What follows belongs to an exercise in optimizing a design on an open flow for small area and a short achievable clock period; a production flow would make more cautious choices. In this exercise RTL edits were held to simulation tests only and were not proved equivalent to the original.

==> flow/design.v <==
module FA(A,B,C,sum, carry);
	input A,B,C;
	output sum,carry;
	assign sum = A^B^C;
	assign carry = (A&B) | (B&C) | (C&A);
endmodule
module HA(A,B,sum, carry);
	input A,B;
	output sum,carry;
	assign sum = A^B;
	assign carry = A&B;
endmodule
module MAC(A,B,out,clk,reset);
	input [15:0] A,B;
	input clk,reset;
	output [35:0] out;
	reg [35:0] acc;
	wire [35:0] nxt;
	always @(posedge clk or posedge reset)
	begin
		if(reset)
			acc <= 36'd0;
		else
			acc <= nxt;
	end
	assign out = acc;
	wire [255:0] pp;
	genvar gi;
	generate for (gi = 0; gi < 16; gi = gi + 1) begin : ppg
		assign pp[16*gi+15:16*gi] = A & {16{B[gi]}};
	end endgenerate
	wire hs1;
	wire hc2;
	wire fs3;
	wire fc4;
	wire hs5;
	wire hc6;
	wire fs7;
	wire fc8;
	wire fs9;
	wire fc10;
	wire hs11;
	wire hc12;
	wire fs13;
	wire fc14;
	wire fs15;
	wire fc16;
	wire fs17;
	wire fc18;
	wire hs19;
	wire hc20;
	wire fs21;
	wire fc22;
	wire fs23;
	wire fc24;
	wire fs25;
	wire fc26;
	wire fs27;
	wire fc28;
	wire hs29;
	wire hc30;
	wire fs31;
	wire fc32;
	wire fs33;
	wire fc34;
	wire fs35;
	wire fc36;
	wire fs37;
	wire fc38;
	wire fs39;
	wire fc40;
	wire hs41;
	wire hc42;
	wire fs43;
	wire fc44;
	wire fs45;
	wire fc46;
	wire fs47;
	wire fc48;
	wire fs49;
	wire fc50;
	wire fs51;
	wire fc52;
	wire fs53;
	wire fc54;
	wire hs55;
	wire hc56;
	wire fs57;
	wire fc58;
	wire fs59;
	wire fc60;
	wire fs61;
	wire fc62;
	wire fs63;
	wire fc64;
	wire fs65;
	wire fc66;
	wire fs67;
	wire fc68;
	wire fs69;
	wire fc70;
	wire hs71;
	wire hc72;
	wire fs73;
	wire fc74;
	wire fs75;
	wire fc76;
	wire fs77;
	wire fc78;
	wire fs79;
	wire fc80;
	wire fs81;
	wire fc82;
	wire fs83;
	wire fc84;
	wire fs85;
	wire fc86;
	wire fs87;
	wire fc88;
	wire hs89;
	wire hc90;
	wire fs91;
	wire fc92;
	wire fs93;
	wire fc94;
	wire fs95;
	wire fc96;
	wire fs97;
	wire fc98;
	wire fs99;
	wire fc100;
	wire fs101;
	wire fc102;
	wire fs103;
	wire fc104;
	wire fs105;
	wire fc106;
	wire fs107;
	wire fc108;
	wire hs109;
	wire hc110;
	wire fs111;
	wire fc112;
	wire fs113;
	wire fc114;
	wire fs115;
	wire fc116;
	wire fs117;
	wire fc118;
	wire fs119;
	wire fc120;
	wire fs121;
	wire fc122;
	wire fs123;
	wire fc124;
	wire fs125;
	wire fc126;
	wire fs127;
	wire fc128;
	wire fs129;
	wire fc130;
	wire hs131;
	wire hc132;
	wire fs133;
	wire fc134;
	wire fs135;
	wire fc136;
	wire fs137;
	wire fc138;
	wire fs139;
	wire fc140;
	wire fs141;
	wire fc142;
	wire fs143;
	wire fc144;
	wire fs145;
	wire fc146;
	wire fs147;
	wire fc148;
	wire fs149;
	wire fc150;
	wire fs151;
	wire fc152;
	wire fs153;
	wire fc154;
	wire hs155;
	wire hc156;
	wire fs157;
	wire fc158;
	wire fs159;
	wire fc160;
	wire fs161;
	wire fc162;
	wire fs163;
	wire fc164;
	wire fs165;
	wire fc166;
	wire fs167;
	wire fc168;
	wire fs169;
	wire fc170;
	wire fs171;
	wire fc172;
	wire fs173;
	wire fc174;
	wire fs175;
	wire fc176;
	wire fs177;
	wire fc178;
	wire fs179;
	wire fc180;
	wire hs181;
	wire hc182;
	wire fs183;
	wire fc184;
	wire fs185;
	wire fc186;
	wire fs187;
	wire fc188;
	wire fs189;
	wire fc190;
	wire fs191;
	wire fc192;
	wire fs193;
	wire fc194;
	wire fs195;
	wire fc196;
	wire fs197;
	wire fc198;
	wire fs199;
	wire fc200;
	wire fs201;
	wire fc202;
	wire fs203;
	wire fc204;
	wire fs205;
	wire fc206;
	wire fs207;
	wire fc208;
	wire hs209;
	wire hc210;
	wire fs211;
	wire fc212;
	wire fs213;
	wire fc214;
	wire fs215;
	wire fc216;
	wire fs217;
	wire fc218;
	wire fs219;
	wire fc220;
	wire fs221;
	wire fc222;
	wire fs223;
	wire fc224;
	wire fs225;
	wire fc226;
	wire fs227;
	wire fc228;
	wire fs229;
	wire fc230;
	wire fs231;
	wire fc232;
	wire fs233;
	wire fc234;
	wire fs235;
	wire fc236;
	wire fs237;
	wire fc238;
	wire hs239;
	wire hc240;
	wire fs241;
	wire fc242;
	wire fs243;
	wire fc244;
	wire fs245;
	wire fc246;
	wire fs247;
	wire fc248;
	wire fs249;
	wire fc250;
	wire fs251;
	wire fc252;
	wire fs253;
	wire fc254;
	wire fs255;
	wire fc256;
	wire fs257;
	wire fc258;
	wire fs259;
	wire fc260;
	wire fs261;
	wire fc262;
	wire fs263;
	wire fc264;
	wire fs265;
	wire fc266;
	wire fs267;
	wire fc268;
	wire hs269;
	wire hc270;
	wire fs271;
	wire fc272;
	wire fs273;
	wire fc274;
	wire fs275;
	wire fc276;
	wire fs277;
	wire fc278;
	wire fs279;
	wire fc280;
	wire fs281;
	wire fc282;
	wire fs283;
	wire fc284;
	wire fs285;
	wire fc286;
	wire fs287;
	wire fc288;
	wire fs289;
	wire fc290;
	wire fs291;
	wire fc292;
	wire fs293;
	wire fc294;
	wire fs295;
	wire fc296;
	wire fs297;
	wire fc298;
	wire fs299;
	wire fc300;
	wire fs301;
	wire fc302;
	wire fs303;
	wire fc304;
	wire fs305;
	wire fc306;
	wire fs307;
	wire fc308;
	wire fs309;
	wire fc310;
	wire fs311;
	wire fc312;
	wire fs313;
	wire fc314;
	wire fs315;
	wire fc316;
	wire fs317;
	wire fc318;
	wire fs319;
	wire fc320;
	wire fs321;
	wire fc322;
	wire fs323;
	wire fc324;
	wire fs325;
	wire fc326;
	wire fs327;
	wire fc328;
	wire fs329;
	wire fc330;
	wire fs331;
	wire fc332;
	wire fs333;
	wire fc334;
	wire fs335;
	wire fc336;
	wire fs337;
	wire fc338;
	wire fs339;
	wire fc340;
	wire fs341;
	wire fc342;
	wire fs343;
	wire fc344;
	wire fs345;
	wire fc346;
	wire fs347;
	wire fc348;
	wire fs349;
	wire fc350;
	wire fs351;
	wire fc352;
	wire fs353;
	wire fc354;
	wire fs355;
	wire fc356;
	wire fs357;
	wire fc358;
	wire fs359;
	wire fc360;
	wire fs361;
	wire fc362;
	wire fs363;
	wire fc364;
	wire fs365;
	wire fc366;
	wire fs367;
	wire fc368;
	wire fs369;
	wire fc370;
	wire fs371;
	wire fc372;
	wire fs373;
	wire fc374;
	wire fs375;
	wire fc376;
	wire fs377;
	wire fc378;
	wire fs379;
	wire fc380;
	wire fs381;
	wire fc382;
	wire fs383;
	wire fc384;
	wire fs385;
	wire fc386;
	wire fs387;
	wire fc388;
	wire fs389;
	wire fc390;
	wire fs391;
	wire fc392;
	wire fs393;
	wire fc394;
	wire fs395;
	wire fc396;
	wire fs397;
	wire fc398;
	wire fs399;
	wire fc400;
	wire fs401;
	wire fc402;
	wire fs403;
	wire fc404;
	wire fs405;
	wire fc406;
	wire fs407;
	wire fc408;
	wire fs409;
	wire fc410;
	wire fs411;
	wire fc412;
	wire fs413;
	wire fc414;
	wire fs415;
	wire fc416;
	wire fs417;
	wire fc418;
	wire fs419;
	wire fc420;
	wire fs421;
	wire fc422;
	wire fs423;
	wire fc424;
	wire fs425;
	wire fc426;
	wire fs427;
	wire fc428;
	wire fs429;
	wire fc430;
	wire fs431;
	wire fc432;
	wire fs433;
	wire fc434;
	wire fs435;
	wire fc436;
	wire fs437;
	wire fc438;
	wire fs439;
	wire fc440;
	wire fs441;
	wire fc442;
	wire fs443;
	wire fc444;
	wire fs445;
	wire fc446;
	wire fs447;
	wire fc448;
	wire fs449;
	wire fc450;
	wire fs451;
	wire fc452;
	wire fs453;
	wire fc454;
	wire fs455;
	wire fc456;
	wire fs457;
	wire fc458;
	wire fs459;
	wire fc460;
	wire fs461;
	wire fc462;
	wire fs463;
	wire fc464;
	wire fs465;
	wire fc466;
	wire fs467;
	wire fc468;
	wire fs469;
	wire fc470;
	wire fs471;
	wire fc472;
	wire fs473;
	wire fc474;
	wire fs475;
	wire fc476;
	wire fs477;
	wire fc478;
	wire fs479;
	wire fc480;
	wire g0_0;
	wire p0_0;
	wire g0_1;
	wire p0_1;
	wire g0_2;
	wire p0_2;
	wire g0_3;
	wire p0_3;
	wire g0_4;
	wire p0_4;
	wire g0_5;
	wire p0_5;
	wire g0_6;
	wire p0_6;
	wire g0_7;
	wire p0_7;
	wire g0_8;
	wire p0_8;
	wire g0_9;
	wire p0_9;
	wire g0_10;
	wire p0_10;
	wire g0_11;
	wire p0_11;
	wire g0_12;
	wire p0_12;
	wire g0_13;
	wire p0_13;
	wire g0_14;
	wire p0_14;
	wire g0_15;
	wire p0_15;
	wire g0_16;
	wire p0_16;
	wire g0_17;
	wire p0_17;
	wire g0_18;
	wire p0_18;
	wire g0_19;
	wire p0_19;
	wire g0_20;
	wire p0_20;
	wire g0_21;
	wire p0_21;
	wire g0_22;
	wire p0_22;
	wire g0_23;
	wire p0_23;
	wire g0_24;
	wire p0_24;
	wire g0_25;
	wire p0_25;
	wire g0_26;
	wire p0_26;
	wire g0_27;
	wire p0_27;
	wire g0_28;
	wire p0_28;
	wire g0_29;
	wire p0_29;
	wire g0_30;
	wire p0_30;
	wire g0_31;
	wire p0_31;
	wire g0_32;
	wire p0_32;
	wire g0_33;
	wire p0_33;
	wire g0_34;
	wire p0_34;
	wire g0_35;
	wire p0_35;
	wire G481;
	wire P481;
	wire G482;
	wire P482;
	wire G483;
	wire P483;
	wire G484;
	wire P484;
	wire G485;
	wire P485;
	wire G486;
	wire P486;
	wire G487;
	wire P487;
	wire G488;
	wire P488;
	wire G489;
	wire P489;
	wire G490;
	wire P490;
	wire G491;
	wire P491;
	wire G492;
	wire P492;
	wire G493;
	wire P493;
	wire G494;
	wire P494;
	wire G495;
	wire P495;
	wire G496;
	wire P496;
	wire G497;
	wire P497;
	wire G498;
	wire P498;
	wire G499;
	wire P499;
	wire G500;
	wire P500;
	wire G501;
	wire P501;
	wire G502;
	wire P502;
	wire G503;
	wire P503;
	wire G504;
	wire P504;
	wire G505;
	wire P505;
	wire G506;
	wire P506;
	wire G507;
	wire P507;
	wire G508;
	wire P508;
	wire G509;
	wire P509;
	wire G510;
	wire P510;
	wire G511;
	wire P511;
	wire G512;
	wire P512;
	wire G513;
	wire P513;
	wire G514;
	wire P514;
	wire G515;
	wire P515;
	wire G516;
	wire P516;
	wire G517;
	wire P517;
	wire G518;
	wire P518;
	wire G519;
	wire P519;
	wire G520;
	wire P520;
	wire G521;
	wire P521;
	wire G522;
	wire P522;
	wire G523;
	wire P523;
	wire G524;
	wire P524;
	wire G525;
	wire P525;
	wire G526;
	wire P526;
	wire G527;
	wire P527;
	wire G528;
	wire P528;
	wire G529;
	wire P529;
	wire G530;
	wire P530;
	wire G531;
	wire P531;
	wire G532;
	wire P532;
	wire G533;
	wire P533;
	wire G534;
	wire P534;
	wire G535;
	wire P535;
	wire G536;
	wire P536;
	wire G537;
	wire P537;
	wire G538;
	wire P538;
	wire G539;
	wire P539;
	wire G540;
	wire P540;
	wire G541;
	wire P541;
	wire G542;
	wire P542;
	wire G543;
	wire P543;
	wire G544;
	wire P544;
	wire G545;
	wire P545;
	wire G546;
	wire P546;
	wire G547;
	wire P547;
	wire G548;
	wire P548;
	wire G549;
	wire P549;
	wire G550;
	wire P550;
	wire G551;
	wire P551;
	wire G552;
	wire P552;
	wire G553;
	wire P553;
	wire G554;
	wire P554;
	HA h2(acc[1], pp[1], hs1, hc2);
	FA f4(acc[2], pp[2], pp[17], fs3, fc4);
	HA h6(pp[32], hc2, hs5, hc6);
	FA f8(acc[3], pp[3], pp[18], fs7, fc8);
	FA f10(pp[33], pp[48], fc4, fs9, fc10);
	HA h12(hc6, fs7, hs11, hc12);
	FA f14(acc[4], pp[4], pp[19], fs13, fc14);
	FA f16(pp[34], pp[49], pp[64], fs15, fc16);
	FA f18(fc8, fs13, fs15, fs17, fc18);
	HA h20(hc12, fc10, hs19, hc20);
	FA f22(acc[5], pp[5], pp[20], fs21, fc22);
	FA f24(pp[35], pp[50], pp[65], fs23, fc24);
	FA f26(pp[80], fc14, fc16, fs25, fc26);
	FA f28(fs21, fs23, fc18, fs27, fc28);
	HA h30(fs25, hc20, hs29, hc30);
	FA f32(acc[6], pp[6], pp[21], fs31, fc32);
	FA f34(pp[36], pp[51], pp[66], fs33, fc34);
	FA f36(pp[81], pp[96], fc22, fs35, fc36);
	FA f38(fc24, fs31, fs33, fs37, fc38);
	FA f40(fc26, fs35, fs37, fs39, fc40);
	HA h42(hc30, fc28, hs41, hc42);
	FA f44(acc[7], pp[7], pp[22], fs43, fc44);
	FA f46(pp[37], pp[52], pp[67], fs45, fc46);
	FA f48(pp[82], pp[97], pp[112], fs47, fc48);
	FA f50(fc32, fc34, fs43, fs49, fc50);
	FA f52(fs45, fs47, fc36, fs51, fc52);
	FA f54(fc38, fs49, fs51, fs53, fc54);
	HA h56(fc40, hc42, hs55, hc56);
	FA f58(acc[8], pp[8], pp[23], fs57, fc58);
	FA f60(pp[38], pp[53], pp[68], fs59, fc60);
	FA f62(pp[83], pp[98], pp[113], fs61, fc62);
	FA f64(pp[128], fc44, fc46, fs63, fc64);
	FA f66(fc48, fs57, fs59, fs65, fc66);
	FA f68(fs61, fc50, fs63, fs67, fc68);
	FA f70(fs65, fc52, fs67, fs69, fc70);
	HA h72(fc54, hc56, hs71, hc72);
	FA f74(acc[9], pp[9], pp[24], fs73, fc74);
	FA f76(pp[39], pp[54], pp[69], fs75, fc76);
	FA f78(pp[84], pp[99], pp[114], fs77, fc78);
	FA f80(pp[129], pp[144], fc58, fs79, fc80);
	FA f82(fc60, fc62, fs73, fs81, fc82);
	FA f84(fs75, fs77, fc64, fs83, fc84);
	FA f86(fc66, fs79, fs81, fs85, fc86);
	FA f88(fc68, fs83, fs85, fs87, fc88);
	HA h90(fc70, hc72, hs89, hc90);
	FA f92(acc[10], pp[10], pp[25], fs91, fc92);
	FA f94(pp[40], pp[55], pp[70], fs93, fc94);
	FA f96(pp[85], pp[100], pp[115], fs95, fc96);
	FA f98(pp[130], pp[145], pp[160], fs97, fc98);
	FA f100(fc74, fc76, fc78, fs99, fc100);
	FA f102(fs91, fs93, fs95, fs101, fc102);
	FA f104(fs97, fc80, fc82, fs103, fc104);
	FA f106(fs99, fs101, fc84, fs105, fc106);
	FA f108(fc86, fs103, fs105, fs107, fc108);
	HA h110(fc88, hc90, hs109, hc110);
	FA f112(acc[11], pp[11], pp[26], fs111, fc112);
	FA f114(pp[41], pp[56], pp[71], fs113, fc114);
	FA f116(pp[86], pp[101], pp[116], fs115, fc116);
	FA f118(pp[131], pp[146], pp[161], fs117, fc118);
	FA f120(pp[176], fc92, fc94, fs119, fc120);
	FA f122(fc96, fc98, fs111, fs121, fc122);
	FA f124(fs113, fs115, fs117, fs123, fc124);
	FA f126(fc100, fc102, fs119, fs125, fc126);
	FA f128(fs121, fs123, fc104, fs127, fc128);
	FA f130(fs125, fc106, fs127, fs129, fc130);
	HA h132(fc108, fs129, hs131, hc132);
	FA f134(acc[12], pp[12], pp[27], fs133, fc134);
	FA f136(pp[42], pp[57], pp[72], fs135, fc136);
	FA f138(pp[87], pp[102], pp[117], fs137, fc138);
	FA f140(pp[132], pp[147], pp[162], fs139, fc140);
	FA f142(pp[177], pp[192], fc112, fs141, fc142);
	FA f144(fc114, fc116, fc118, fs143, fc144);
	FA f146(fs133, fs135, fs137, fs145, fc146);
	FA f148(fs139, fc120, fc122, fs147, fc148);
	FA f150(fc124, fs141, fs143, fs149, fc150);
	FA f152(fs145, fc126, fs147, fs151, fc152);
	FA f154(fs149, fc128, fs151, fs153, fc154);
	HA h156(fc130, fs153, hs155, hc156);
	FA f158(acc[13], pp[13], pp[28], fs157, fc158);
	FA f160(pp[43], pp[58], pp[73], fs159, fc160);
	FA f162(pp[88], pp[103], pp[118], fs161, fc162);
	FA f164(pp[133], pp[148], pp[163], fs163, fc164);
	FA f166(pp[178], pp[193], pp[208], fs165, fc166);
	FA f168(fc134, fc136, fc138, fs167, fc168);
	FA f170(fc140, fs157, fs159, fs169, fc170);
	FA f172(fs161, fs163, fs165, fs171, fc172);
	FA f174(fc142, fc144, fc146, fs173, fc174);
	FA f176(fs167, fs169, fs171, fs175, fc176);
	FA f178(fc148, fc150, fs173, fs177, fc178);
	FA f180(fs175, fc152, fs177, fs179, fc180);
	HA h182(fc154, fs179, hs181, hc182);
	FA f184(acc[14], pp[14], pp[29], fs183, fc184);
	FA f186(pp[44], pp[59], pp[74], fs185, fc186);
	FA f188(pp[89], pp[104], pp[119], fs187, fc188);
	FA f190(pp[134], pp[149], pp[164], fs189, fc190);
	FA f192(pp[179], pp[194], pp[209], fs191, fc192);
	FA f194(pp[224], fc158, fc160, fs193, fc194);
	FA f196(fc162, fc164, fc166, fs195, fc196);
	FA f198(fs183, fs185, fs187, fs197, fc198);
	FA f200(fs189, fs191, fc168, fs199, fc200);
	FA f202(fc170, fc172, fs193, fs201, fc202);
	FA f204(fs195, fs197, fc174, fs203, fc204);
	FA f206(fs199, fc176, fs201, fs205, fc206);
	FA f208(fc178, fs203, fs205, fs207, fc208);
	HA h210(fc180, fs207, hs209, hc210);
	FA f212(acc[15], pp[15], pp[30], fs211, fc212);
	FA f214(pp[45], pp[60], pp[75], fs213, fc214);
	FA f216(pp[90], pp[105], pp[120], fs215, fc216);
	FA f218(pp[135], pp[150], pp[165], fs217, fc218);
	FA f220(pp[180], pp[195], pp[210], fs219, fc220);
	FA f222(pp[225], pp[240], fc184, fs221, fc222);
	FA f224(fc186, fc188, fc190, fs223, fc224);
	FA f226(fc192, fs211, fs213, fs225, fc226);
	FA f228(fs215, fs217, fs219, fs227, fc228);
	FA f230(fc194, fc196, fc198, fs229, fc230);
	FA f232(fs221, fs223, fs225, fs231, fc232);
	FA f234(fs227, fc200, fc202, fs233, fc234);
	FA f236(fs229, fs231, fc204, fs235, fc236);
	FA f238(fc206, fs233, fs235, fs237, fc238);
	HA h240(fc208, hc210, hs239, hc240);
	FA f242(acc[16], pp[31], pp[46], fs241, fc242);
	FA f244(pp[61], pp[76], pp[91], fs243, fc244);
	FA f246(pp[106], pp[121], pp[136], fs245, fc246);
	FA f248(pp[151], pp[166], pp[181], fs247, fc248);
	FA f250(pp[196], pp[211], pp[226], fs249, fc250);
	FA f252(pp[241], fc212, fc214, fs251, fc252);
	FA f254(fc216, fc218, fc220, fs253, fc254);
	FA f256(fs241, fs243, fs245, fs255, fc256);
	FA f258(fs247, fs249, fc222, fs257, fc258);
	FA f260(fc224, fc226, fc228, fs259, fc260);
	FA f262(fs251, fs253, fs255, fs261, fc262);
	FA f264(fc230, fs257, fc232, fs263, fc264);
	FA f266(fs259, fs261, fc234, fs265, fc266);
	FA f268(fs263, fc236, fs265, fs267, fc268);
	HA h270(fc238, fs267, hs269, hc270);
	FA f272(acc[17], pp[47], pp[62], fs271, fc272);
	FA f274(pp[77], pp[92], pp[107], fs273, fc274);
	FA f276(pp[122], pp[137], pp[152], fs275, fc276);
	FA f278(pp[167], pp[182], pp[197], fs277, fc278);
	FA f280(pp[212], pp[227], pp[242], fs279, fc280);
	FA f282(fc242, fc244, fc246, fs281, fc282);
	FA f284(fc248, fc250, fs271, fs283, fc284);
	FA f286(fs273, fs275, fs277, fs285, fc286);
	FA f288(fs279, fc252, fc254, fs287, fc288);
	FA f290(fc256, fs281, fs283, fs289, fc290);
	FA f292(fs285, fc258, fc260, fs291, fc292);
	FA f294(fs287, fc262, fs289, fs293, fc294);
	FA f296(fc264, fs291, fs293, fs295, fc296);
	FA f298(fc266, fs295, fc268, fs297, fc298);
	FA f300(acc[18], pp[63], pp[78], fs299, fc300);
	FA f302(pp[93], pp[108], pp[123], fs301, fc302);
	FA f304(pp[138], pp[153], pp[168], fs303, fc304);
	FA f306(pp[183], pp[198], pp[213], fs305, fc306);
	FA f308(pp[228], pp[243], fc272, fs307, fc308);
	FA f310(fc274, fc276, fc278, fs309, fc310);
	FA f312(fc280, fs299, fs301, fs311, fc312);
	FA f314(fs303, fs305, fc282, fs313, fc314);
	FA f316(fc284, fc286, fs307, fs315, fc316);
	FA f318(fs309, fs311, fc288, fs317, fc318);
	FA f320(fs313, fc290, fs315, fs319, fc320);
	FA f322(fc292, fs317, fc294, fs321, fc322);
	FA f324(fs319, fc296, fs321, fs323, fc324);
	FA f326(acc[19], pp[79], pp[94], fs325, fc326);
	FA f328(pp[109], pp[124], pp[139], fs327, fc328);
	FA f330(pp[154], pp[169], pp[184], fs329, fc330);
	FA f332(pp[199], pp[214], pp[229], fs331, fc332);
	FA f334(pp[244], fc300, fc302, fs333, fc334);
	FA f336(fc304, fc306, fs325, fs335, fc336);
	FA f338(fs327, fs329, fs331, fs337, fc338);
	FA f340(fc308, fc310, fc312, fs339, fc340);
	FA f342(fs333, fs335, fs337, fs341, fc342);
	FA f344(fc314, fc316, fs339, fs343, fc344);
	FA f346(fs341, fc318, fc320, fs345, fc346);
	FA f348(fs343, fc322, fs345, fs347, fc348);
	FA f350(acc[20], pp[95], pp[110], fs349, fc350);
	FA f352(pp[125], pp[140], pp[155], fs351, fc352);
	FA f354(pp[170], pp[185], pp[200], fs353, fc354);
	FA f356(pp[215], pp[230], pp[245], fs355, fc356);
	FA f358(fc326, fc328, fc330, fs357, fc358);
	FA f360(fc332, fs349, fs351, fs359, fc360);
	FA f362(fs353, fs355, fc334, fs361, fc362);
	FA f364(fc336, fc338, fs357, fs363, fc364);
	FA f366(fs359, fc340, fs361, fs365, fc366);
	FA f368(fc342, fs363, fc344, fs367, fc368);
	FA f370(fs365, fc346, fs367, fs369, fc370);
	FA f372(acc[21], pp[111], pp[126], fs371, fc372);
	FA f374(pp[141], pp[156], pp[171], fs373, fc374);
	FA f376(pp[186], pp[201], pp[216], fs375, fc376);
	FA f378(pp[231], pp[246], fc350, fs377, fc378);
	FA f380(fc352, fc354, fc356, fs379, fc380);
	FA f382(fs371, fs373, fs375, fs381, fc382);
	FA f384(fc358, fc360, fs377, fs383, fc384);
	FA f386(fs379, fs381, fc362, fs385, fc386);
	FA f388(fc364, fs383, fc366, fs387, fc388);
	FA f390(fs385, fc368, fs387, fs389, fc390);
	FA f392(acc[22], pp[127], pp[142], fs391, fc392);
	FA f394(pp[157], pp[172], pp[187], fs393, fc394);
	FA f396(pp[202], pp[217], pp[232], fs395, fc396);
	FA f398(pp[247], fc372, fc374, fs397, fc398);
	FA f400(fc376, fs391, fs393, fs399, fc400);
	FA f402(fs395, fc378, fc380, fs401, fc402);
	FA f404(fc382, fs397, fs399, fs403, fc404);
	FA f406(fc384, fs401, fs403, fs405, fc406);
	FA f408(fc386, fs405, fc388, fs407, fc408);
	FA f410(acc[23], pp[143], pp[158], fs409, fc410);
	FA f412(pp[173], pp[188], pp[203], fs411, fc412);
	FA f414(pp[218], pp[233], pp[248], fs413, fc414);
	FA f416(fc392, fc394, fc396, fs415, fc416);
	FA f418(fs409, fs411, fs413, fs417, fc418);
	FA f420(fc398, fc400, fs415, fs419, fc420);
	FA f422(fs417, fc402, fc404, fs421, fc422);
	FA f424(fs419, fc406, fs421, fs423, fc424);
	FA f426(acc[24], pp[159], pp[174], fs425, fc426);
	FA f428(pp[189], pp[204], pp[219], fs427, fc428);
	FA f430(pp[234], pp[249], fc410, fs429, fc430);
	FA f432(fc412, fc414, fs425, fs431, fc432);
	FA f434(fs427, fc416, fc418, fs433, fc434);
	FA f436(fs429, fs431, fc420, fs435, fc436);
	FA f438(fs433, fc422, fs435, fs437, fc438);
	FA f440(acc[25], pp[175], pp[190], fs439, fc440);
	FA f442(pp[205], pp[220], pp[235], fs441, fc442);
	FA f444(pp[250], fc426, fc428, fs443, fc444);
	FA f446(fs439, fs441, fc430, fs445, fc446);
	FA f448(fc432, fs443, fc434, fs447, fc448);
	FA f450(fs445, fc436, fs447, fs449, fc450);
	FA f452(acc[26], pp[191], pp[206], fs451, fc452);
	FA f454(pp[221], pp[236], pp[251], fs453, fc454);
	FA f456(fc440, fc442, fs451, fs455, fc456);
	FA f458(fs453, fc444, fs455, fs457, fc458);
	FA f460(fc446, fs457, fc448, fs459, fc460);
	FA f462(acc[27], pp[207], pp[222], fs461, fc462);
	FA f464(pp[237], pp[252], fc452, fs463, fc464);
	FA f466(fc454, fs461, fc456, fs465, fc466);
	FA f468(fs463, fc458, fs465, fs467, fc468);
	FA f470(acc[28], pp[223], pp[238], fs469, fc470);
	FA f472(pp[253], fc462, fs469, fs471, fc472);
	FA f474(fc464, fs471, fc466, fs473, fc474);
	FA f476(acc[29], pp[239], pp[254], fs475, fc476);
	FA f478(fc470, fs475, fc472, fs477, fc478);
	FA f480(acc[30], pp[255], fc476, fs479, fc480);
	wire [35:0] r0, r1;
	assign r0[0] = acc[0];
	assign r1[0] = pp[0];
	assign r0[1] = pp[16];
	assign r1[1] = hs1;
	assign r0[2] = fs3;
	assign r1[2] = hs5;
	assign r0[3] = hs11;
	assign r1[3] = fs9;
	assign r0[4] = fs17;
	assign r1[4] = hs19;
	assign r0[5] = hs29;
	assign r1[5] = fs27;
	assign r0[6] = fs39;
	assign r1[6] = hs41;
	assign r0[7] = fs53;
	assign r1[7] = hs55;
	assign r0[8] = fs69;
	assign r1[8] = hs71;
	assign r0[9] = fs87;
	assign r1[9] = hs89;
	assign r0[10] = fs107;
	assign r1[10] = hs109;
	assign r0[11] = hc110;
	assign r1[11] = hs131;
	assign r0[12] = hc132;
	assign r1[12] = hs155;
	assign r0[13] = hc156;
	assign r1[13] = hs181;
	assign r0[14] = hc182;
	assign r1[14] = hs209;
	assign r0[15] = fs237;
	assign r1[15] = hs239;
	assign r0[16] = hc240;
	assign r1[16] = hs269;
	assign r0[17] = hc270;
	assign r1[17] = fs297;
	assign r0[18] = fs323;
	assign r1[18] = fc298;
	assign r0[19] = fc324;
	assign r1[19] = fs347;
	assign r0[20] = fc348;
	assign r1[20] = fs369;
	assign r0[21] = fc370;
	assign r1[21] = fs389;
	assign r0[22] = fc390;
	assign r1[22] = fs407;
	assign r0[23] = fs423;
	assign r1[23] = fc408;
	assign r0[24] = fc424;
	assign r1[24] = fs437;
	assign r0[25] = fc438;
	assign r1[25] = fs449;
	assign r0[26] = fc450;
	assign r1[26] = fs459;
	assign r0[27] = fs467;
	assign r1[27] = fc460;
	assign r0[28] = fc468;
	assign r1[28] = fs473;
	assign r0[29] = fs477;
	assign r1[29] = fc474;
	assign r0[30] = fs479;
	assign r1[30] = fc478;
	assign r0[31] = acc[31];
	assign r1[31] = fc480;
	assign r0[32] = acc[32];
	assign r1[32] = 1'b0;
	assign r0[33] = acc[33];
	assign r1[33] = 1'b0;
	assign r0[34] = acc[34];
	assign r1[34] = 1'b0;
	assign r0[35] = acc[35];
	assign r1[35] = 1'b0;
	assign g0_0 = r0[0] & r1[0];
	assign p0_0 = r0[0] ^ r1[0];
	assign g0_1 = r0[1] & r1[1];
	assign p0_1 = r0[1] ^ r1[1];
	assign g0_2 = r0[2] & r1[2];
	assign p0_2 = r0[2] ^ r1[2];
	assign g0_3 = r0[3] & r1[3];
	assign p0_3 = r0[3] ^ r1[3];
	assign g0_4 = r0[4] & r1[4];
	assign p0_4 = r0[4] ^ r1[4];
	assign g0_5 = r0[5] & r1[5];
	assign p0_5 = r0[5] ^ r1[5];
	assign g0_6 = r0[6] & r1[6];
	assign p0_6 = r0[6] ^ r1[6];
	assign g0_7 = r0[7] & r1[7];
	assign p0_7 = r0[7] ^ r1[7];
	assign g0_8 = r0[8] & r1[8];
	assign p0_8 = r0[8] ^ r1[8];
	assign g0_9 = r0[9] & r1[9];
	assign p0_9 = r0[9] ^ r1[9];
	assign g0_10 = r0[10] & r1[10];
	assign p0_10 = r0[10] ^ r1[10];
	assign g0_11 = r0[11] & r1[11];
	assign p0_11 = r0[11] ^ r1[11];
	assign g0_12 = r0[12] & r1[12];
	assign p0_12 = r0[12] ^ r1[12];
	assign g0_13 = r0[13] & r1[13];
	assign p0_13 = r0[13] ^ r1[13];
	assign g0_14 = r0[14] & r1[14];
	assign p0_14 = r0[14] ^ r1[14];
	assign g0_15 = r0[15] & r1[15];
	assign p0_15 = r0[15] ^ r1[15];
	assign g0_16 = r0[16] & r1[16];
	assign p0_16 = r0[16] ^ r1[16];
	assign g0_17 = r0[17] & r1[17];
	assign p0_17 = r0[17] ^ r1[17];
	assign g0_18 = r0[18] & r1[18];
	assign p0_18 = r0[18] ^ r1[18];
	assign g0_19 = r0[19] & r1[19];
	assign p0_19 = r0[19] ^ r1[19];
	assign g0_20 = r0[20] & r1[20];
	assign p0_20 = r0[20] ^ r1[20];
	assign g0_21 = r0[21] & r1[21];
	assign p0_21 = r0[21] ^ r1[21];
	assign g0_22 = r0[22] & r1[22];
	assign p0_22 = r0[22] ^ r1[22];
	assign g0_23 = r0[23] & r1[23];
	assign p0_23 = r0[23] ^ r1[23];
	assign g0_24 = r0[24] & r1[24];
	assign p0_24 = r0[24] ^ r1[24];
	assign g0_25 = r0[25] & r1[25];
	assign p0_25 = r0[25] ^ r1[25];
	assign g0_26 = r0[26] & r1[26];
	assign p0_26 = r0[26] ^ r1[26];
	assign g0_27 = r0[27] & r1[27];
	assign p0_27 = r0[27] ^ r1[27];
	assign g0_28 = r0[28] & r1[28];
	assign p0_28 = r0[28] ^ r1[28];
	assign g0_29 = r0[29] & r1[29];
	assign p0_29 = r0[29] ^ r1[29];
	assign g0_30 = r0[30] & r1[30];
	assign p0_30 = r0[30] ^ r1[30];
	assign g0_31 = r0[31] & r1[31];
	assign p0_31 = r0[31] ^ r1[31];
	assign g0_32 = r0[32] & r1[32];
	assign p0_32 = r0[32] ^ r1[32];
	assign g0_33 = r0[33] & r1[33];
	assign p0_33 = r0[33] ^ r1[33];
	assign g0_34 = r0[34] & r1[34];
	assign p0_34 = r0[34] ^ r1[34];
	assign g0_35 = r0[35] & r1[35];
	assign p0_35 = r0[35] ^ r1[35];
	assign G481 = g0_1 | (p0_1 & g0_0);
	assign P481 = p0_1 & p0_0;
	assign G482 = g0_2 | (p0_2 & G481);
	assign P482 = p0_2 & P481;
	assign G483 = g0_3 | (p0_3 & G482);
	assign P483 = p0_3 & P482;
	assign G484 = g0_4 | (p0_4 & G483);
	assign P484 = p0_4 & P483;
	assign G485 = g0_5 | (p0_5 & G484);
	assign P485 = p0_5 & P484;
	assign G486 = g0_6 | (p0_6 & G485);
	assign P486 = p0_6 & P485;
	assign G487 = g0_7 | (p0_7 & G486);
	assign P487 = p0_7 & P486;
	assign G488 = g0_8 | (p0_8 & G487);
	assign P488 = p0_8 & P487;
	assign G489 = g0_10 | (p0_10 & g0_9);
	assign P489 = p0_10 & p0_9;
	assign G490 = g0_12 | (p0_12 & g0_11);
	assign P490 = p0_12 & p0_11;
	assign G491 = g0_14 | (p0_14 & g0_13);
	assign P491 = p0_14 & p0_13;
	assign G492 = g0_16 | (p0_16 & g0_15);
	assign P492 = p0_16 & p0_15;
	assign G493 = g0_18 | (p0_18 & g0_17);
	assign P493 = p0_18 & p0_17;
	assign G494 = g0_20 | (p0_20 & g0_19);
	assign P494 = p0_20 & p0_19;
	assign G495 = g0_22 | (p0_22 & g0_21);
	assign P495 = p0_22 & p0_21;
	assign G496 = g0_24 | (p0_24 & g0_23);
	assign P496 = p0_24 & p0_23;
	assign G497 = g0_26 | (p0_26 & g0_25);
	assign P497 = p0_26 & p0_25;
	assign G498 = g0_28 | (p0_28 & g0_27);
	assign P498 = p0_28 & p0_27;
	assign G499 = g0_30 | (p0_30 & g0_29);
	assign P499 = p0_30 & p0_29;
	assign G500 = g0_32 | (p0_32 & g0_31);
	assign P500 = p0_32 & p0_31;
	assign G501 = g0_34 | (p0_34 & g0_33);
	assign P501 = p0_34 & p0_33;
	assign G502 = g0_9 | (p0_9 & G488);
	assign P502 = p0_9 & P488;
	assign G503 = G489 | (P489 & G488);
	assign P503 = P489 & P488;
	assign G504 = g0_13 | (p0_13 & G490);
	assign P504 = p0_13 & P490;
	assign G505 = G491 | (P491 & G490);
	assign P505 = P491 & P490;
	assign G506 = g0_17 | (p0_17 & G492);
	assign P506 = p0_17 & P492;
	assign G507 = G493 | (P493 & G492);
	assign P507 = P493 & P492;
	assign G508 = g0_21 | (p0_21 & G494);
	assign P508 = p0_21 & P494;
	assign G509 = G495 | (P495 & G494);
	assign P509 = P495 & P494;
	assign G510 = g0_25 | (p0_25 & G496);
	assign P510 = p0_25 & P496;
	assign G511 = G497 | (P497 & G496);
	assign P511 = P497 & P496;
	assign G512 = g0_29 | (p0_29 & G498);
	assign P512 = p0_29 & P498;
	assign G513 = G499 | (P499 & G498);
	assign P513 = P499 & P498;
	assign G514 = g0_33 | (p0_33 & G500);
	assign P514 = p0_33 & P500;
	assign G515 = G501 | (P501 & G500);
	assign P515 = P501 & P500;
	assign G516 = g0_11 | (p0_11 & G503);
	assign P516 = p0_11 & P503;
	assign G517 = G490 | (P490 & G503);
	assign P517 = P490 & P503;
	assign G518 = G504 | (P504 & G503);
	assign P518 = P504 & P503;
	assign G519 = G505 | (P505 & G503);
	assign P519 = P505 & P503;
	assign G520 = g0_19 | (p0_19 & G507);
	assign P520 = p0_19 & P507;
	assign G521 = G494 | (P494 & G507);
	assign P521 = P494 & P507;
	assign G522 = G508 | (P508 & G507);
	assign P522 = P508 & P507;
	assign G523 = G509 | (P509 & G507);
	assign P523 = P509 & P507;
	assign G524 = g0_27 | (p0_27 & G511);
	assign P524 = p0_27 & P511;
	assign G525 = G498 | (P498 & G511);
	assign P525 = P498 & P511;
	assign G526 = G512 | (P512 & G511);
	assign P526 = P512 & P511;
	assign G527 = G513 | (P513 & G511);
	assign P527 = P513 & P511;
	assign G528 = g0_35 | (p0_35 & G515);
	assign P528 = p0_35 & P515;
	assign G529 = g0_15 | (p0_15 & G519);
	assign P529 = p0_15 & P519;
	assign G530 = G492 | (P492 & G519);
	assign P530 = P492 & P519;
	assign G531 = G506 | (P506 & G519);
	assign P531 = P506 & P519;
	assign G532 = G507 | (P507 & G519);
	assign P532 = P507 & P519;
	assign G533 = G520 | (P520 & G519);
	assign P533 = P520 & P519;
	assign G534 = G521 | (P521 & G519);
	assign P534 = P521 & P519;
	assign G535 = G522 | (P522 & G519);
	assign P535 = P522 & P519;
	assign G536 = G523 | (P523 & G519);
	assign P536 = P523 & P519;
	assign G537 = g0_31 | (p0_31 & G527);
	assign P537 = p0_31 & P527;
	assign G538 = G500 | (P500 & G527);
	assign P538 = P500 & P527;
	assign G539 = G514 | (P514 & G527);
	assign P539 = P514 & P527;
	assign G540 = G515 | (P515 & G527);
	assign P540 = P515 & P527;
	assign G541 = G528 | (P528 & G527);
	assign P541 = P528 & P527;
	assign G542 = g0_23 | (p0_23 & G536);
	assign P542 = p0_23 & P536;
	assign G543 = G496 | (P496 & G536);
	assign P543 = P496 & P536;
	assign G544 = G510 | (P510 & G536);
	assign P544 = P510 & P536;
	assign G545 = G511 | (P511 & G536);
	assign P545 = P511 & P536;
	assign G546 = G524 | (P524 & G536);
	assign P546 = P524 & P536;
	assign G547 = G525 | (P525 & G536);
	assign P547 = P525 & P536;
	assign G548 = G526 | (P526 & G536);
	assign P548 = P526 & P536;
	assign G549 = G527 | (P527 & G536);
	assign P549 = P527 & P536;
	assign G550 = G537 | (P537 & G536);
	assign P550 = P537 & P536;
	assign G551 = G538 | (P538 & G536);
	assign P551 = P538 & P536;
	assign G552 = G539 | (P539 & G536);
	assign P552 = P539 & P536;
	assign G553 = G540 | (P540 & G536);
	assign P553 = P540 & P536;
	assign G554 = G541 | (P541 & G536);
	assign P554 = P541 & P536;
	assign nxt[0] = p0_0;
	assign nxt[1] = p0_1 ^ g0_0;
	assign nxt[2] = p0_2 ^ G481;
	assign nxt[3] = p0_3 ^ G482;
	assign nxt[4] = p0_4 ^ G483;
	assign nxt[5] = p0_5 ^ G484;
	assign nxt[6] = p0_6 ^ G485;
	assign nxt[7] = p0_7 ^ G486;
	assign nxt[8] = p0_8 ^ G487;
	assign nxt[9] = p0_9 ^ G488;
	assign nxt[10] = p0_10 ^ G502;
	assign nxt[11] = p0_11 ^ G503;
	assign nxt[12] = p0_12 ^ G516;
	assign nxt[13] = p0_13 ^ G517;
	assign nxt[14] = p0_14 ^ G518;
	assign nxt[15] = p0_15 ^ G519;
	assign nxt[16] = p0_16 ^ G529;
	assign nxt[17] = p0_17 ^ G530;
	assign nxt[18] = p0_18 ^ G531;
	assign nxt[19] = p0_19 ^ G532;
	assign nxt[20] = p0_20 ^ G533;
	assign nxt[21] = p0_21 ^ G534;
	assign nxt[22] = p0_22 ^ G535;
	assign nxt[23] = p0_23 ^ G536;
	assign nxt[24] = p0_24 ^ G542;
	assign nxt[25] = p0_25 ^ G543;
	assign nxt[26] = p0_26 ^ G544;
	assign nxt[27] = p0_27 ^ G545;
	assign nxt[28] = p0_28 ^ G546;
	assign nxt[29] = p0_29 ^ G547;
	assign nxt[30] = p0_30 ^ G548;
	assign nxt[31] = p0_31 ^ G549;
	assign nxt[32] = p0_32 ^ G550;
	assign nxt[33] = p0_33 ^ G551;
	assign nxt[34] = p0_34 ^ G552;
	assign nxt[35] = p0_35 ^ G553;
endmodule
==> flow/flow/run.sh <==
#!/bin/bash
# The standard layout (standard synthesis, floorplan, place, CTS, route), with repair_timing
# asked for a larger setup slack than 0 so that it keeps shortening the critical path.
# Each tool's full output is also kept by ORFS under orfs/logs/.
set -euo pipefail
MARGIN=$(cat flow/setup_margin.txt)
bash standard.sh SETUP_SLACK_MARGIN=$MARGIN finish > make_finish.log 2>&1
==> flow/flow/setup_margin.txt <==
10
==> flow/standard.sh <==
#!/bin/bash
# synth_recipe.tcl (not shown) runs the flow's synth.tcl, then flattens the netlist and writes it again
# the make line also repeats each setting of config.mk as NAME=value (left out here)
make -C /OpenROAD-flow-scripts/flow DESIGN_CONFIG=/design/flow/config.mk WORK_HOME=/design/flow/orfs CLKGATE_MAP_FILE= SYNTH_SCRIPT=/design/flow/synth_recipe.tcl "${@:-finish}"
==> flow/config.mk <==
export PLATFORM = sky130hd
export DESIGN_NAME = MAC
export DESIGN_NICKNAME = MAC
export VERILOG_FILES = /design/flow/design.v
export SDC_FILE = /design/flow/constraint.sdc
export NUM_CORES = 4
export LEC_CHECK = 0
export CAP_MARGIN = 20
export CORE_MARGIN = 2
export CORE_UTILIZATION = 40
export SLEW_MARGIN = 20
export SYNTH_HIERARCHICAL = 1
export SYNTH_MINIMUM_KEEP_SIZE = 0
==> flow/constraint.sdc <==
create_clock -name core_clock -period 19.0 [get_ports {clk}]
set_input_delay 3.8000 -clock core_clock [delete_from_list [all_inputs] [get_ports {clk}]]
set_output_delay 3.8000 -clock core_clock [all_outputs]
set_load 0.01 [all_outputs]
==> summary.txt, run 1 <==
Outcome
The flow ran to the end and the layout has no timing, DRC or antenna violations.

Critical path
The worst setup path is captured at a register. Data on the critical path arrives at its endpoint at 9.05 ns. The number of cells on the worst reg-to-reg path is 15. For the worst setup path, the data required time is 19.19 ns. Walking the worst path, the cells encountered are buf_2 -> and2_1 -> fa_1 -> fa_1 -> fa_1 -> fa_1 -> fa_1 -> fa_1 -> fa_1 -> ha_4 -> and4_1 -> o21ai_2 -> a21o_1 -> a21boi_2 -> nor2_1 -> fa_1 -> xnor2_1. The worst setup path is launched from an input pin. The largest fanout of any net on the critical path is 16. Counting stages on the worst path, the most repeated cell is fa_1. The delay of the slowest cell on the worst path is 0.52 ns. For this design, the slowest cell found on the critical path is fa_1. The worst setup path is of the in2reg kind.

STA
The headroom to the max-slew limit is 55.0%. The count of endpoints failing hold in the final timing report is 0. The slew at the pin closest to its max-slew limit is 0.674 ns. Static timing analysis puts the maximum clock frequency at 113 MHz.

The share of the clock period used by the worst path is between 40% and 50%. The final hold slack is between 0.4 and 0.5 ns. Setup repair after global routing could not meet its margin everywhere. The max-slew violation count came to 0. Subtracting the final worst setup slack from the clock period gives about 9 ns. The final sum of negative setup slack is 0 ns. The setup clock skew after layout is around 0.0061 ns.

Setup violations remaining at the end of the flow were counted as 0.

Floorplan
The die height is about 150 µm. The horizontal die dimension is roughly 150 µm. The full die area is 22800 µm². For this design the top-level I/O count stands at 70.

The cell row count is 53. The region available for standard cell placement spans 21100 µm². The initial standard-cell utilization of the core is between 40% and 50%.

Final layout
The register with the most flip-flops in the final layout is acc. The layout overhead on the synthesized area is 12.5%. Once layout is complete, the utilization of the core stands at 46.1%. The final antenna diode count is 0. The largest registers in the layout are acc (36). The register with the most flip-flops in the layout has 36 of them. The net count of the finished layout is 1084. The share of final-layout standard cells stronger than drive strength 1 is 8.26%. For this run, the number of standard cells in the final layout without fillers is around 1100.

Detailed routing
The overall via count from detail_route is 5601. The detailed-route DRC error count is 0. The vias per cell is 5.33. Before antenna repair, the detailed router went through 5 iterations. The wire length per cell is 22.5 µm. The number of DRC markers in iteration 0 is between 200 and 300.

The number of routed nets with antenna violations is 0. The final layout contains routed wiring with a total length of 23.7 mm.

Synth
Dividing the synthesized area by the synthesized cell count gives 11.9 µm². In the synthesized netlist the dominant register cell turns out to be dfrtp_1. The number of different library cells used by synthesis comes to 37. Yosys printed 7 warnings.

The async set-reset flop share out of synthesis is 100%. Synthesis handed over a netlist of 726 instances. When the netlist entered floorplanning its net count stood at 1036. The cell area after synthesis is approximately 8600 µm². In this run, synthesis inferred 0 flip-flops with an integrated enable. The share of the Yosys chip area taken by registers is 10.4%. The count of state elements after synthesis is 36.

Clock tree
TritonCTS built the clock tree. The cell sitting at the root of the clock tree is a clkbuf_16. The number of H-tree levels is 2.

In this run, CTS created clock tree buffers numbering 5. The hold-fix buffer count after cts is 0. The maximum clock path buffer count is 2. Counting every sink on the clock net gives 36.

After clock tree synthesis, the clock-pin slew on the worst setup and hold paths is 0.07 ns. The worst-skew pair later-pin latency is around 0.30 ns.

Hold path
Counting instances, the worst hold path has a depth of 1. The type of the worst min-delay path is reg2reg.

Place
The count of buffers added on input and output ports is 69. Once detailed placement completed, the half-perimeter wirelength came to about 18 mm. The cell total after placement is 1036. The global placement routability congestion is approximately 0.91.

GRT
The number of global-route vias before repair is 6563. The initial antenna violation count is 0. The global route total overflow is 0. The first global-routing pass estimated 37.9 mm of wire. Entering global routing, the biggest net connects 37 pins.

Global routing used 22.6% of the available tracks across all layers.

Job
The max-capacitance violation count is 0.
[final timing paths]
path	startpoint	end	slack [ns]
max reg2reg	acc[13]$_DFF_PP0_	acc[24]$_DFF_PP0_	13.70
max	B[6]	acc[24]$_DFF_PP0_	10.14
min reg2reg	acc[35]$_DFF_PP0_	acc[35]$_DFF_PP0_	0.48
min	acc[35]$_DFF_PP0_	acc[35]$_DFF_PP0_	0.48
min in group asynchronous	reset	acc[18]$_DFF_PP0_	3.94
max in group asynchronous	reset	acc[1]$_DFF_PP0_	14.67
[per-stage QoR]
step | setup slack (ns) | instance area (µm²)
2_1_floorplan | 10.29 | 8640
3_3_place_gp | 9.13 | 9540
3_5_place_dp | 9.01 | 9540
4_1_cts | 10.01 | 9730
5_1_grt | 9.96 | 9710
6_report | 10.14 | 9710
[repair_timing]
action / 4_1_cts / 5_1_grt
pin swaps: 0 / 5
setup buffers: 0 / 5
setup endpoints to repair: 22 / 13
cloned: 0 / 1
resized for setup: 99 / 60
[modules after synthesis, one instance, submodules excluded]
module | times used | area, µm² | flops+latches
MAC | 1 | 3950 | 36
HA | 16 | 12.5 | 0
FA | 224 | 20.0 | 0
[Yosys cell counts (4+ instances only)]
cell type  instances  area [µm²]
o21ai_1            7        35.0
xor2_1            10        87.6
buf_4              4        30.0
dfrtp_1           36         901
nor2_1            10        37.5
fa_1             236        4720
xnor2_1           12         105
and2_1           255        1600
a21oi_1           13        65.1
inv_1             22        82.6
ha_1              40         500
nand2_1           14        52.6
clkbuf_1          32         120
[cells in the final DEF (no fill, tap or decap), types with 6 or more instances in the layout]
master,Yosys,final
buf_2,0,26
xor2_1,10,10
inv_1,22,21
clkbuf_16,0,6
ha_1,40,37
xnor2_1,12,12
dfrtp_1,36,36
fa_1,236,235
nor2_1,10,10
nand2_1,14,13
a21oi_1,13,12
buf_4,4,6
and2_1,255,255
o21ai_1,7,6
clkdlybuf4s50_1,0,37
[per-layer routing]
layer	part of all wire [%]	vias to the layer above	global-route usage, %
li1	-	2332	-
met1	41	3033	30.6
met2	51	200	38.1
met3	6.0	36	3.40
met4	2.3	0	6.17
met5	0	-	0
[cells by family (layout without fill, tap and decap cells)]
| logic type | after synthesis | count (layout) | share of synthesized area (%) |
|---|---|---|---|
| AOI/OAI and AO/OA | 42 | 42 | 3.54 |
| xor gates and xnor gates | 22 | 22 | 2.23 |
| adders and majority gates | 276 | 276 | 60.5 |
| and+or+nand+nor | 292 | 292 | 20.6 |
| buffers and inverters | 58 | 107 | 2.69 |
| DFF | 36 | 36 | 10.4 |
[layout make-up]
cell class | count | area (µm²)
repair buffers | 77 | 642
fillers | 1934 | 11400
multi-input cells | 632 | 7570
clock inverters | 3 | 46.3
flip-flops and latches | 36 | 901
inverters | 22 | 82.6
well taps | 275 | 344
clock buffers | 5 | 125
[critical path: cells and delay by family]
family	cells	cell delay, ns
adders and majority gates	9	3.82
AOI/OAI and AO/OA	3	0.46
buffers and inverters	1	0.34
xor gates and xnor gates	1	0.13
and+or+nand+nor	3	0.50
==> run 2, diff against run 1 <==
--- a/flow/config.mk
+++ b/flow/config.mk
@@ -12,2 +12,3 @@
 export SYNTH_HIERARCHICAL = 1
 export SYNTH_MINIMUM_KEEP_SIZE = 0
+export TNS_END_PERCENT = 0
==> run 2 against run 1 <==
Wire length unchanged. Final area unchanged. Synthesized area unchanged. Clock skew about the same. Hold slack unchanged. Still clean on timing, DRC and antenna.
==> summary.txt, run 2 <==
Outcome
The run finished with no timing, DRC or antenna violations.

Final layout
The final antenna diode count is 0 (unchanged). The number of fill cells in the layout is 1937 (+0.16%). The area of all placed cells without fillers is 9710 µm² (unchanged). The largest register by flop count is acc. In the layout the commonest cells are 255 x and2_1, 235 x fa_1, 37 x ha_1, 37 x clkdlybuf4s50_1, 36 x dfrtp_1. The layout overhead on the synthesized area was 12.5% (unchanged). The layout net count is 1084 (unchanged).

The final non-filler cell total came to 1050 (unchanged). The largest registers in the layout are acc (36). The share of final-layout standard cells stronger than drive strength 1 is 8.26% (unchanged). The library cell used most frequently in the layout, excluding fill and tap cells, is and2_1. The flip-flop count of the largest register, all copies and words added is 36 (unchanged).

Job
The max-capacitance violation count came to 0 (unchanged).

Place
The total half-perimeter wirelength after legalization and detailed placement was 18.2 mm (unchanged). The post-place setup slack is 9.01 ns (unchanged). The count of input and output buffers is 69 (unchanged). The cell total after placement is 1036 (unchanged). The area after detailed placement was 9540 µm² (unchanged).

The global placement routability congestion was 0.910 (unchanged).

Synth
In the synthesized netlist the dominant register cell turns out to be dfrtp_1. The share of the yosys chip area belonging to registers is 10.4% (unchanged). The cell area after synthesis was 8640 µm² (unchanged). By count the netlist is led by 255 x and2_1, 236 x fa_1, 40 x ha_1, 36 x dfrtp_1, 32 x clkbuf_1.

The number of nets in the synthesized netlist came to 1036 (unchanged). The fraction of synthesized cell area taken by the top area cell type is 54.7% (unchanged). The number of standard cells after synthesis is 726 (unchanged). The async set-reset flop share out of synthesis is 100% (unchanged). The count of unique library cells instantiated by Yosys is 37 (unchanged).

The yosys synthesis warning count came to 7 (unchanged). The post-synthesis average cell area is 11.9 µm² (unchanged). The count of state elements after synthesis came to 36 (unchanged).

After synthesis, the cell types taking the most area are fa_1 55%, and2_1 18%, dfrtp_1 10%. The number of enable flip-flop cells after synthesis is 0 (unchanged). The largest total area in the synthesized netlist belongs to fa_1.

Yosys instantiated no cell more often than and2_1.

GRT
The number of global-route vias before repair is 6563 (unchanged). The global-route wire length before repair was 37.9 mm (unchanged). The maximum number of pins on one net before global-route repair is 37 (unchanged). The overall fraction of global-route tracks in use is 22.6% (unchanged).

The initial antenna violation count is 0 (unchanged). The global route total overflow is 0 (unchanged).

Critical path
The data arrival time of the critical path is 9.05 ns (about the same). The worst setup path is launched from an input pin.

The data required time of the worst path is 19.19 ns (about the same). The largest fanout of any net on the critical path is 16 (unchanged). The type of the worst setup path is in2reg.

The worst setup path is captured at a register.

STA
The final critical delay including setup and external delays is 8.86 ns (-0.000100 ns). The setup clock skew after layout is 0.00613 ns (-0.0000000200 ns). The number of failing setup endpoints in the final timing report is 0 (unchanged). The headroom to the max-slew limit came to 55.0% (unchanged). Setup repair after global routing could not meet its margin everywhere. The share of the clock period used by the worst path is 46.6% (about the same). The fmax is 113 MHz (about the same).

The max-slew violation count is 0 (unchanged). The final sum of negative setup slack is 0 ns (unchanged). The slew at the pin closest to its max-slew limit was 0.674 ns (unchanged). The post-layout worst setup margin is 10.14 ns (+0.000100 ns).

The count of endpoints failing hold in the final timing report is 0 (unchanged).

Hold path
The type of the worst min-delay path is reg2reg.

Detailed routing
The number of routed nets with antenna violations is 0 (unchanged). The vias per cell is 5.33 (unchanged). The number of DRC markers in iteration 0 was 284 (unchanged). The total iterations of the first detailed-routing run is 5 (unchanged). The detailed-route DRC error count is 0 (unchanged).

The wire length per cell is 22.5 µm (unchanged). The final wirelength was 23.7 mm (unchanged). The overall via count from detail_route is 5601 (unchanged).

Floorplan
The initial standard-cell utilization of the core was 41.0% (unchanged). The full die area is 22800 µm² (unchanged). The count of boundary I/O pins is 70 (unchanged). The core box area is 21100 µm² (unchanged). The die height is 151 µm (unchanged).

The cell row count is 53 (unchanged). The horizontal die dimension is 151 µm (unchanged).

Clock tree
The CTS buffer count came to 5 (unchanged). The number of sinks on the clock net is 36 (unchanged). The worst-skew pair later-pin latency came to 0.30 ns (about the same). TritonCTS built the clock tree. The clock transition at the registers of the reported paths was 0.07 ns (about the same).

The hold-fix buffer count after cts is 0 (unchanged). The maximum clock path buffer count is 2 (unchanged). The number of H-tree levels is 2 (unchanged). The tree is rooted in a clkbuf_16.
-- run 2: logic make-up (layout without fill, tap and decap cells) --
kind of cell               Yosys count  after routing  share of synthesized area [%]
adders and majority gates          276            276                           60.5
and+or+nand+nor                    292            292                           20.6
AOI/OAI and AO/OA                   42             42                           3.54
xor gates and xnor gates            22             22                           2.23
DFF                                 36             36                           10.4
buffers and inverters               58            107                           2.69
-- run 2: cell type report --
type,instances,area [µm²],area share (%)
timing repair buffer,77,642,6.61
clock buffer,5,125,1.29
clock inverter,3,46.3,0.477
sequential,36,901,9.27
inverter,22,82.6,0.850
tap,275,344,3.54
multi-input combinational,632,7570,78.0
-- run 2: critical path, stage by stage --
cell      delay (ns)
buf_2           0.34
and2_1          0.21
fa_1            0.45
fa_1            0.47
fa_1            0.42
fa_1            0.40
fa_1            0.46
fa_1            0.40
fa_1            0.52
ha_4            0.31
and4_1          0.21
o21ai_2         0.08
a21o_1          0.20
a21boi_2        0.18
nor2_1          0.08
fa_1            0.39
xnor2_1         0.13
-- run 2: final timing paths --
path                                     end         startpoint  cells after the start
setup reg to reg           acc[24]$_DFF_PP0_  acc[13]$_DFF_PP0_                     15
hold reg to reg            acc[35]$_DFF_PP0_  acc[35]$_DFF_PP0_                      1
setup / recovery           acc[24]$_DFF_PP0_               B[6]                     17
max in group asynchronous   acc[1]$_DFF_PP0_              reset                      3
hold / removal             acc[35]$_DFF_PP0_  acc[35]$_DFF_PP0_                      1
min in group asynchronous  acc[18]$_DFF_PP0_              reset                      3
-- run 2: routing by layer --
layer	share of wire [%]	global-route usage (%)
met5	0	0
met4	2.3	6.17
met3	6.0	3.40
met2	51	38.1
met1	41	30.6
-- run 2: per-stage QoR --
stage	hold slack, ns	utilization, %
floorplan	0.446	-
global placement	0.470	45.2
detailed placement	0.475	45.2
CTS	0.484	46.2
global route	0.518	46.1
finish	0.479	46.1
-- run 2: timing repair --
action / in CTS / in global routing
buffers inserted: 0 / 5
endpoints found under the hold margin: 0 / 0
pin swaps: 0 / 5
gates resized for setup: 97 / 62
cloned: 0 / 1
endpoints found under the setup margin: 22 / 13
-- run 2: Yosys stat by module, one instance, submodules excluded --
module  cells  cell area, µm²  flops+latches
FA          1            20.0              0
MAC       486            3950             36
HA          1            12.5              0
==> run 3, diff against run 2 <==
--- a/flow/config.mk
+++ b/flow/config.mk
@@ -8,5 +8,5 @@
 export CAP_MARGIN = 20
 export CORE_MARGIN = 2
-export CORE_UTILIZATION = 40
+export CORE_UTILIZATION = 65
 export SLEW_MARGIN = 20
 export SYNTH_HIERARCHICAL = 1
==> run 3 against run 2 <==
First-iteration DRC count increased by 30%. Sequential share of layout area grew 0.22 points. Sequential cell count unchanged. Synthesized area unchanged. Via count up 1.2%. Critical path depth unchanged. Utilization up 26 points. Still clean. Non-clock buffer count decreased by 7. Hold slack got worse by 0.0024 ns. Final cell count fell by 10%. Largest cell class unchanged.
==> summary.txt, run 3 <==
Outcome
The flow ran to the end and the layout has no timing, DRC or antenna violations.

Synth
The post-synthesis share of cell area spent on xor and xnor gates came to 2.23% (unchanged). The count of state elements after synthesis is 36 (unchanged). The post-synthesis average cell area is 11.9 µm² (unchanged). The share of the yosys chip area belonging to registers is 10.4% (unchanged).

The share of synthesized cell area in full adder, half adder and majority cells is 60.5% (unchanged). In the synthesized netlist the dominant register cell turns out to be dfrtp_1. Of all cell types, the one taking the most synthesized area is fa_1. By area, the combinational part of the netlist is dominated by adder cells. The fraction of synthesized cell area taken by the top area cell type came to 54.7% (unchanged). The number of standard cells after synthesis was 726 (unchanged). The async set-reset flop share out of synthesis is 100% (unchanged). Ranked by total cell area, the synthesized netlist is headed by fa_1 55%, and2_1 18%, dfrtp_1 10%.

The proportion of synthesized area in mux cells is 0% (unchanged). and2_1 is the most common cell in the netlist. The yosys synthesis warning count is 7 (unchanged). The commonest cells after synthesis are 255 x and2_1, 236 x fa_1, 40 x ha_1, 36 x dfrtp_1, 32 x clkbuf_1.

The count of unique library cells instantiated by Yosys is 37 (unchanged). The post-synthesis compound-gate area fraction is 3.54% (unchanged). The number of nets in the synthesized netlist was 1036 (unchanged). The number of enable flip-flop cells after synthesis is 0 (unchanged). The simple-gate share of the synthesized area is 20.6% (unchanged). The cell area after synthesis is 8640 µm² (unchanged).

Floorplan
The die height came to 119 µm (-21%). The horizontal die dimension came to 119 µm (-21%). The initial standard-cell utilization of the core is 66.0% (+25 points). The full die area is 14200 µm² (-38%). The cell row count is 42 (-21%). The core box area is 13100 µm² (-38%). The count of boundary I/O pins is 70 (unchanged).

Critical path
The dominant cell type by count on the critical path is fa_1. STA classifies the critical path startpoint as an input pin. The endpoint class of the critical path is a register.

The delay of the slowest cell on the worst path is 0.52 ns (about the same). The data arrival time of the critical path is 9.05 ns (about the same). By startpoint and endpoint, the worst setup path is classified as in2reg.

The dominant delay contributor by cell family on the critical path is adder cells. The critical path goes through buf_2 -> and2_1 -> fa_1 -> fa_1 -> fa_1 -> fa_1 -> fa_1 -> fa_1 -> ha_1 -> ha_1 -> a21oi_1 -> o21a_1 -> o2bb2ai_2 -> nor2_1 -> nand3_1 -> a31oi_1 -> xnor2_1. The worst path buffer plus inverter count is 1 (unchanged). The data required time of the worst path is 19.22 ns (+0.03 ns). The largest fanout of any net on the critical path is 16 (unchanged).

The slowest cell on the critical path is fa_1.

Detailed routing
The number of routed nets with antenna violations was 0 (unchanged). The wire length per cell is 23.7 µm (+5.2%). The final wirelength is 22.4 mm (-5.5%). The total iterations of the first detailed-routing run is 7 (+2). The detailed-route DRC error count is 0 (unchanged). The vias per cell is 6.01 (+13%). The overall via count from detail_route is 5670 (+1.2%). The number of DRC markers in iteration 0 is 368 (+30%).

Clock tree
The clock transition at the registers of the reported paths is 0.06 ns (about the same). The hold-fix buffer count after cts was 0 (unchanged). The maximum clock path buffer count is 2 (unchanged).

The setup fix buffers added after clock tree synthesis is 0 (unchanged). The number of H-tree levels is 2 (unchanged). The number of sinks on the clock net is 36 (unchanged). The worst-skew pair later-pin latency is 0.30 ns (about the same). The CTS buffer count is 5 (unchanged). The clock tree root driver cell is clkbuf_16. TritonCTS built the clock tree.

STA
Setup repair after global routing left no endpoint under its margin. The slew at the pin closest to its max-slew limit is 0.592 ns (-0.0825 ns). The setup clock skew after layout was 0.00801 ns (+0.00188 ns). The share of the clock period used by the worst path came to 46.5% (-0.18 points). The final sum of negative setup slack was 0 ns (unchanged). The final hold slack is 0.476 ns (-0.00241 ns). The number of failing setup endpoints in the final timing report came to 0 (unchanged). The max-slew violation count is 0 (unchanged).

The headroom to the max-slew limit is 60.5% (+5.4 points). The final critical delay including setup and external delays is 8.83 ns (-0.0345 ns). The count of endpoints failing hold in the final timing report is 0 (unchanged). The fmax was 113 MHz (+0.39%).

GRT
The global-route wire length before repair is 36.5 mm (-3.7%). The initial antenna violation count is 0 (unchanged). The overall fraction of global-route tracks in use is 34.9% (+12 points). The number of global-route vias before repair is 6810 (+3.8%).

The maximum number of pins on one net before global-route repair was 37 (unchanged). The global route total overflow is 0 (unchanged).

Final layout
The final antenna diode count came to 0 (unchanged). The largest registers in the layout are acc (36). The commonest non-fill, non-tap cell in the layout is and2_1. The layout net count is 1077 (-0.65%).

The share of final-layout standard cells stronger than drive strength 1 is 6.77% (-1.5 points). Compared with the post-synthesis result, the final layout area differs by 9.82%. The library cells used most frequently in the layout, excluding fill and tap cells, are 255 x and2_1, 236 x fa_1, 39 x ha_1. The flip-flop count of the largest register, all copies and words added is 36 (unchanged). More flip-flops sit in one register than any other, and that register is acc.

Place
The count of input and output buffers is 69 (unchanged). The global placement routability congestion was 0.920 (+1.1%). The total half-perimeter wirelength after legalization and detailed placement was 17.3 mm (-5.3%).

Job
The max-capacitance violation count came to 0 (unchanged).

Hold path
The type of the worst min-delay path is reg2reg.
[run 3: final timing paths]
kind | from | end | slack, ns | cells after the start
min in group asynchronous | reset | acc[16]$_DFF_PP0_ | 3.95 | 3
max | B[5] | acc[30]$_DFF_PP0_ | 10.17 | 17
max in group asynchronous | reset | acc[4]$_DFF_PP0_ | 14.69 | 3
min reg2reg | acc[35]$_DFF_PP0_ | acc[35]$_DFF_PP0_ | 0.48 | 1
min | acc[35]$_DFF_PP0_ | acc[35]$_DFF_PP0_ | 0.48 | 1
max reg2reg | acc[16]$_DFF_PP0_ | acc[23]$_DFF_PP0_ | 13.69 | 14
[run 3: per-module statistics from Yosys, one instance, submodules excluded]
module | cells | flops+latches
MAC | 486 | 36
FA | 1 | 0
HA | 1 | 0
[run 3: timing repair]
action / 4_1_cts / 5_1_grt
endpoints found under the setup margin: 22 / 16
pin swaps: 0 / 0
resized for setup: 93 / 74
[run 3: through the flow]
stage	cells	area, µm²	worst slack (ns)	util [%]
finish	944	9480	10.17	72.5
global placement	936	9400	9.16	71.9
floorplan	726	8640	10.29	-
detailed placement	936	9400	9.10	71.9
CTS	944	9620	9.92	73.5
global route	944	9480	10.02	72.5
[run 3: routing by layer]
layer | track usage (%) | vias up | share of wire (%)
met2 | 59.3 | 247 | 52
met3 | 5.60 | 78 | 6.1
li1 | - | 2329 | -
met1 | 44.3 | 3016 | 37
met5 | 0 | - | 0
met4 | 16.4 | 0 | 5.2
[run 3: cells by family (layout without fill, tap and decap cells)]
logic type | Yosys count | count (layout)
compound gates | 42 | 42
xor+xnor | 22 | 22
fa+ha+maj | 276 | 276
buf+inv | 58 | 100
flops | 36 | 36
simple gates | 292 | 292
[run 3: cell type report]
class,count,area (µm²)
clock inverters,1,30.0
well taps,176,220
repair buffers,70,571
flip-flops and latches,36,901
inverters,22,82.6
multi-input cells,632,7530
fillers,944,3600
clock buffers,7,153

==> re-timing with driven ports <==
The flow's constraints put no driver on any port. The routed layouts listed below were extracted and timed again, unchanged, in two steps. Step 1, drivers: a clkbuf_16 drives clk and a buf_2 each remaining input, both assumed. Step 2 times the ports against the registers' clock, not the clock port: input delays grow and output delays shrink by t, the midpoint of the rising clock arrivals with the driver on. Three values: ideal, step 1, step 2; two values: the first two.
run	t, ns	slack for setup (ns)	clock arrival spread, ns
run 1	0.345	10.138 / 10.158 / 9.813	0.006 / 0.006
run 2	0.345	10.138 / 10.159 / 9.814	0.006 / 0.006
run 3	0.337	10.173 / 10.195 / 9.858	0.008 / 0.008
After both steps setup and hold are still met in every run listed. The setup slack of run 1, which loses most, moves by +0.020 ns with the drivers and by -0.325 ns with both steps.
